Context: an optimization exercise on an open-source flow, tuned for small area, a short achievable clock period and few clock cycles. The choices shown serve that exercise and are no tape-out recipe. In this exercise RTL edits were held to simulation tests only and were not proved equivalent to the original. Power is estimated from default activity; no workload was simulated.

## job 101
==> flow/design.v <==
`timescale 1ns / 1ps
module knn_distance_cal (
    input             clk,
    input             rst_n,
    input      [63:0] train_data,
    input             train_label,
    input             sample_valid,
    input      [63:0] test_data,
    output     [7:0]  distance_o,
    output            label_o,
    output            valid_o
    );
    function [8:0] addnot(input [7:0] a, input [7:0] b);
        reg [7:0] g, t, G, T;
        integer i, j, k;
        begin
            g = a & ~b;
            t = a | ~b;
            G = g;
            T = t;
            for (k = 0; k < 3; k = k + 1)
                for (i = 0; i < 8; i = i + 1)
                    if (i & (1 << k)) begin
                        j = ((i >> k) << k) - 1;
                        G[i] = G[i] | (T[i] & G[j]);
                        T[i] = T[i] & T[j];
                    end
            addnot[0] = ~(a[0] ^ b[0]);
            for (i = 1; i < 8; i = i + 1)
                addnot[i] = ~(a[i] ^ b[i]) ^ G[i-1];
            addnot[8] = G[7];
        end
    endfunction
    reg  [71:0] s_q;                   
    reg         label_q;
    reg         valid_q;
    reg  [71:0] s_d;
    integer f;
    always @(*)
        for (f = 0; f < 8; f = f + 1)
            s_d[f*9 +: 9] = addnot(train_data[f*8 +: 8], test_data[f*8 +: 8]);
    always @(posedge clk) begin
        s_q     <= s_d;
        label_q <= train_label;
        if (!rst_n) valid_q <= 1'b0;
        else        valid_q <= sample_valid;
    end
    function gt9(input [8:0] a, input [8:0] b);
        integer j;
        reg r;
        begin
            r = 1'b0;
            for (j = 0; j < 9; j = j + 1)
                r = (a[j] & ~b[j]) | ((a[j] | ~b[j]) & r);
            gt9 = r;
        end
    endfunction
    function [8:0] max2(input [8:0] a, input [8:0] b);
        max2 = gt9(a, b) ? a : b;
    endfunction
    function [8:0] key(input [8:0] cs);
        key = {cs[7:0] ^ {8{~cs[8]}}, cs[8]};
    endfunction
    wire [8:0] k0   = max2(key(s_q[ 8: 0]), key(s_q[17: 9]));
    wire [8:0] k1   = max2(key(s_q[26:18]), key(s_q[35:27]));
    wire [8:0] k2   = max2(key(s_q[44:36]), key(s_q[53:45]));
    wire [8:0] k3   = max2(key(s_q[62:54]), key(s_q[71:63]));
    wire [8:0] k01  = max2(k0, k1);
    wire [8:0] k23  = max2(k2, k3);
    wire [7:0] d01  = k01[8:1] + k01[0];
    wire [7:0] d23  = k23[8:1] + k23[0];
    wire [7:0] cheb = gt9(k01, k23) ? d01 : d23;
    reg [7:0] cheb_q;
    reg       label_q2;
    reg       valid_q2;
    always @(posedge clk) begin
        cheb_q   <= cheb;
        label_q2 <= label_q;
        if (!rst_n) valid_q2 <= 1'b0;
        else        valid_q2 <= valid_q;
    end
    assign distance_o = cheb_q;
    assign label_o    = label_q2;
    assign valid_o    = valid_q2;
endmodule
`timescale 1ns / 1ps
module knn_distance_comporator #(
    parameter K = 5
    )
    (
    input             clk,
    input             rst_n,
    input      [7:0]  distance_i,
    input             label_i,
    input             valid_i,         
    input             clear_i,         
    input             show_i,          
    output reg        valid_o,
    output reg        label_o
    );
    reg [8*K-1:0] ndist;               
    reg [K-1:0]   lab;
    reg [8*K-1:0] ndist_d;
    reg [K-1:0]   lab_d;
    reg [K-1:0]   lt;                  
    reg [K-1:0]   take_prev, take_new, keep;
    wire          clr = ~rst_n | clear_i;
    function lt8(input [7:0] a, input [7:0] b);
        integer j;
        reg r;
        begin
            r = 1'b0;
            for (j = 0; j < 8; j = j + 1)
                r = (~a[j] & b[j]) | ((~a[j] | b[j]) & r);
            lt8 = r;
        end
    endfunction
    function [7:0] top_dist(input integer i);
        top_dist = ~ndist[8*i +: 8];
    endfunction
    integer i;
    always @(*) begin
        for (i = 0; i < K; i = i + 1)
            lt[i] = valid_i & lt8(distance_i, top_dist(i));
        for (i = 0; i < K; i = i + 1) begin
            take_prev[i] = ~clr & (i > 0 ? lt[i > 0 ? i-1 : 0] : 1'b0);
            take_new[i]  = ~clr & lt[i] & (i > 0 ? ~lt[i > 0 ? i-1 : 0] : 1'b1);
            keep[i]      = ~clr & ~lt[i];
        end
        for (i = 0; i < K; i = i + 1) begin
            ndist_d[8*i +: 8] = ({8{take_prev[i]}} & (i > 0 ? ndist[8*(i > 0 ? i-1 : 0) +: 8] : 8'h00))
                              | ({8{take_new[i]}}  & ~distance_i)
                              | ({8{keep[i]}}      & ndist[8*i +: 8]);
            lab_d[i] = (take_prev[i] & (i > 0 ? lab[i > 0 ? i-1 : 0] : 1'b0))
                     | (take_new[i]  & label_i)
                     | (keep[i]      & lab[i]);
        end
    end
    reg [2:0] sum4;
    reg       last;
    always @(*) begin
        sum4 = 3'd0;
        for (i = 0; i < K-1; i = i + 1)
            sum4 = sum4 + lab[i];
        last = lt[K-1] ? label_i : lab[K-1];
    end
    wire vote = (sum4 > (K/2)) | ((sum4 == (K/2)) & last);
    always @(posedge clk) begin
        ndist <= ndist_d;
        lab   <= lab_d;
        if (!rst_n) begin
            valid_o <= 1'b0;
            label_o <= 1'b0;
        end else begin
            valid_o <= show_i;
            label_o <= show_i & vote;
        end
    end
endmodule
`timescale 1ns / 1ps
module knn_top #(
    parameter DATA_WIDTH = 8,
    parameter FEATURES   = 8,
    parameter K          = 5
    )(
    input                           clk                 ,
    input                           rst_n               ,
    input [DATA_WIDTH*FEATURES-1:0] train_data          ,
    input                           train_label         ,
    input                           data_valid          ,
    input                           training_done       ,
    input [DATA_WIDTH*FEATURES-1:0] test_data           ,
    output                          predicted_valid_o   ,
    output                          predicted_label_o
    );
    wire [7:0] distance;
    wire       label;
    wire       dvalid;
    reg td1;
    always @(posedge clk) begin
        if (!rst_n) td1 <= 1'b0;
        else        td1 <= training_done;
    end
    knn_distance_cal knn_distance_cal_inst (
        .clk          (clk                          ),
        .rst_n        (rst_n                        ),
        .train_data   (train_data                   ),
        .train_label  (train_label                  ),
        .sample_valid (data_valid & ~training_done  ),
        .test_data    (test_data                    ),
        .distance_o   (distance                     ),
        .label_o      (label                        ),
        .valid_o      (dvalid                       )
    );
    knn_distance_comporator #(
        .K (K)
    ) knn_distance_comparator_inst (
        .clk        (clk                                ),
        .rst_n      (rst_n                              ),
        .distance_i (distance                           ),
        .label_i    (label                              ),
        .valid_i    (dvalid                             ),
        .clear_i    (predicted_valid_o & ~training_done ),
        .show_i     (training_done & td1                ),
        .valid_o    (predicted_valid_o                  ),
        .label_o    (predicted_label_o                  )
    );
endmodule
export LEC_CHECK = 0
export CAP_MARGIN = 20
export CORE_MARGIN = 2
export CORE_UTILIZATION = 75
export CTS_BUF_LIST = sky130_fd_sc_hd__clkbuf_4
export CTS_CLUSTER_DIAMETER = 80
export CTS_CLUSTER_SIZE = 40
export SLEW_MARGIN = 20
create_clock -name core_clock -period 21.0 [get_ports {clk}]
standard.sh (not shown) runs the stock make flow with config.mk's settings and CLKGATE_MAP_FILE= SYNTH_SCRIPT=/design/flow/synth_recipe.tcl, a recipe that flattens the netlist after the stock synthesis.
==> flow/flow/run.sh <==
#!/bin/bash
set -euo pipefail
bash standard.sh synth > synth.log 2>&1
bash standard.sh SETUP_SLACK_MARGIN=15.5 TNS_END_PERCENT=10 \
    BUFFER_PORTS_ARGS="-buffer_cell sky130_fd_sc_hd__buf_1"  finish > layout.log 2>&1
Testbench counts of job 101, summed over its fixed seeds: cycles 49,352.
Here is what was changed in the inputs of job 102 compared with job 101.
- CTS_BUF_LIST: sky130_fd_sc_hd__clkbuf_4 -> sky130_fd_sc_hd__clkbuf_8
- CORE_UTILIZATION: 75 -> 65
diff --git a/flow/flow/run.sh b/flow/flow/run.sh
--- a/flow/flow/run.sh
+++ b/flow/flow/run.sh
@@ -4 +4 @@
-bash standard.sh SETUP_SLACK_MARGIN=15.5 TNS_END_PERCENT=10 \
+bash standard.sh SETUP_SLACK_MARGIN=15.5 TNS_END_PERCENT=100 \
- In terms of share of the clock period used by the worst path, job 102 and job 101 differ only marginally.
- In job 102, the synthesis-to-finish area growth came out 4.3 points above the value in job 101.
- Job 102: done, clean on timing, DRC and antenna
- Summary — switching part of the total, job 102 relative to job 101: lower, by 1.2 points.
Here is what was changed in the inputs of job 103 compared with job 102.
- CORE_UTILIZATION: 65 -> 75
- CTS_BUF_LIST: sky130_fd_sc_hd__clkbuf_8 -> sky130_fd_sc_hd__clkbuf_4
--- outcome ---
- Every run (job 103 and job 102) finished clean.
- Job 102 and job 103 ended up with roughly the same period utilization.
- Job 103 vs. job 102: share of power burned in the clock network went down by 4.2 points.
- ~same mapped cell area in job 103 and job 102
- Job 103 has more setup slack than job 102.
- Changes observed in job 103 relative to job 102: met1 track demand over resource in global routing rose 5.6 points, number of global-route vias before repair up 352, final area saw a decrease, global-route wire length before repair saw an increase, combinational power share rose by 2.3 points.
- Number of cells in the finished layout apart from fillers in job 103 vs job 102: down 46
The following lists how job 104 was set up differently from job 103:
- CORE_UTILIZATION changed from 75 to 65
- CTS_BUF_LIST changed from sky130_fd_sc_hd__clkbuf_4 to sky130_fd_sc_hd__clkbuf_8
diff --git a/flow/flow/run.sh b/flow/flow/run.sh
--- a/flow/flow/run.sh
+++ b/flow/flow/run.sh
@@ -1,0 +2,6 @@
+# Standard ORFS layout, with two changes to how it is made (the SDC, the clock
+# period and the standard synthesis are the standard flow's, unchanged):
+#  - port buffers are sky130_fd_sc_hd__buf_1 instead of the delay buffer that
+#    buffer_ports picks by default;
+#  - timing repair aims for extra setup slack (SETUP_SLACK_MARGIN), so that the
+#    achieved period, not just the 21 ns clock, is what repair works on.
Results
Count of clock-buffer cells in the layout, job 104 and job 103: smaller value in job 104
Worst hold slack deteriorates in job 104 relative to job 103.
Proportion of synthesized area in mux cells: job 103 vs job 104 — no meaningful difference
Measured against each other, job 104 and job 103 differ in number of placed instances with taps included, the lower figure coming from job 103.
Diff job 104..job 103 | number of hold violations in the final report | unchanged
On overall power after layout, job 103 beats job 104.
Per the comparison of job 104 with job 103, switching component of the power rose 2.8%, share of total power in combinational logic fell 2.3 points, area of the multi-input gates about even, final design utilization fell 9.0 points.
The overall routing resource usage number comes out higher for job 103 vs job 104.

## afterwards: timing with drivers on the ports
In the flow no input, the clock included, has a driving cell. The finished layouts below were timed again as built, in two steps. Step 1, drivers: a clkbuf_16 drives clk and a buf_2 each remaining input, both assumed. Step 2 also shifts input and output timing later by t, the mid clock arrival at the registers, as if the neighbouring blocks saw the same clock. Three values: ideal ports, drivers, drivers and shift; two values: the first two.
run	t, ns	setup slack, ns	hold WS [ns]	worst setup path at the end
job 101	0.580	15.539 / 15.549 / 14.969	0.358 / 0.358 / 0.358	input to register
job 102	0.490	15.561 / 15.573 / 15.083	0.335 / 0.335 / 0.335	input to register
job 103	0.569	15.587 / 15.602 / 15.033	0.340 / 0.340 / 0.340	input to register
job 104	0.490	15.561 / 15.573 / 15.083	0.335 / 0.335 / 0.335	input to register
After both steps every run listed still meets setup and hold. The setup slack of job 101, which loses most, moves by +0.010 ns with the drivers and by -0.570 ns with both steps.
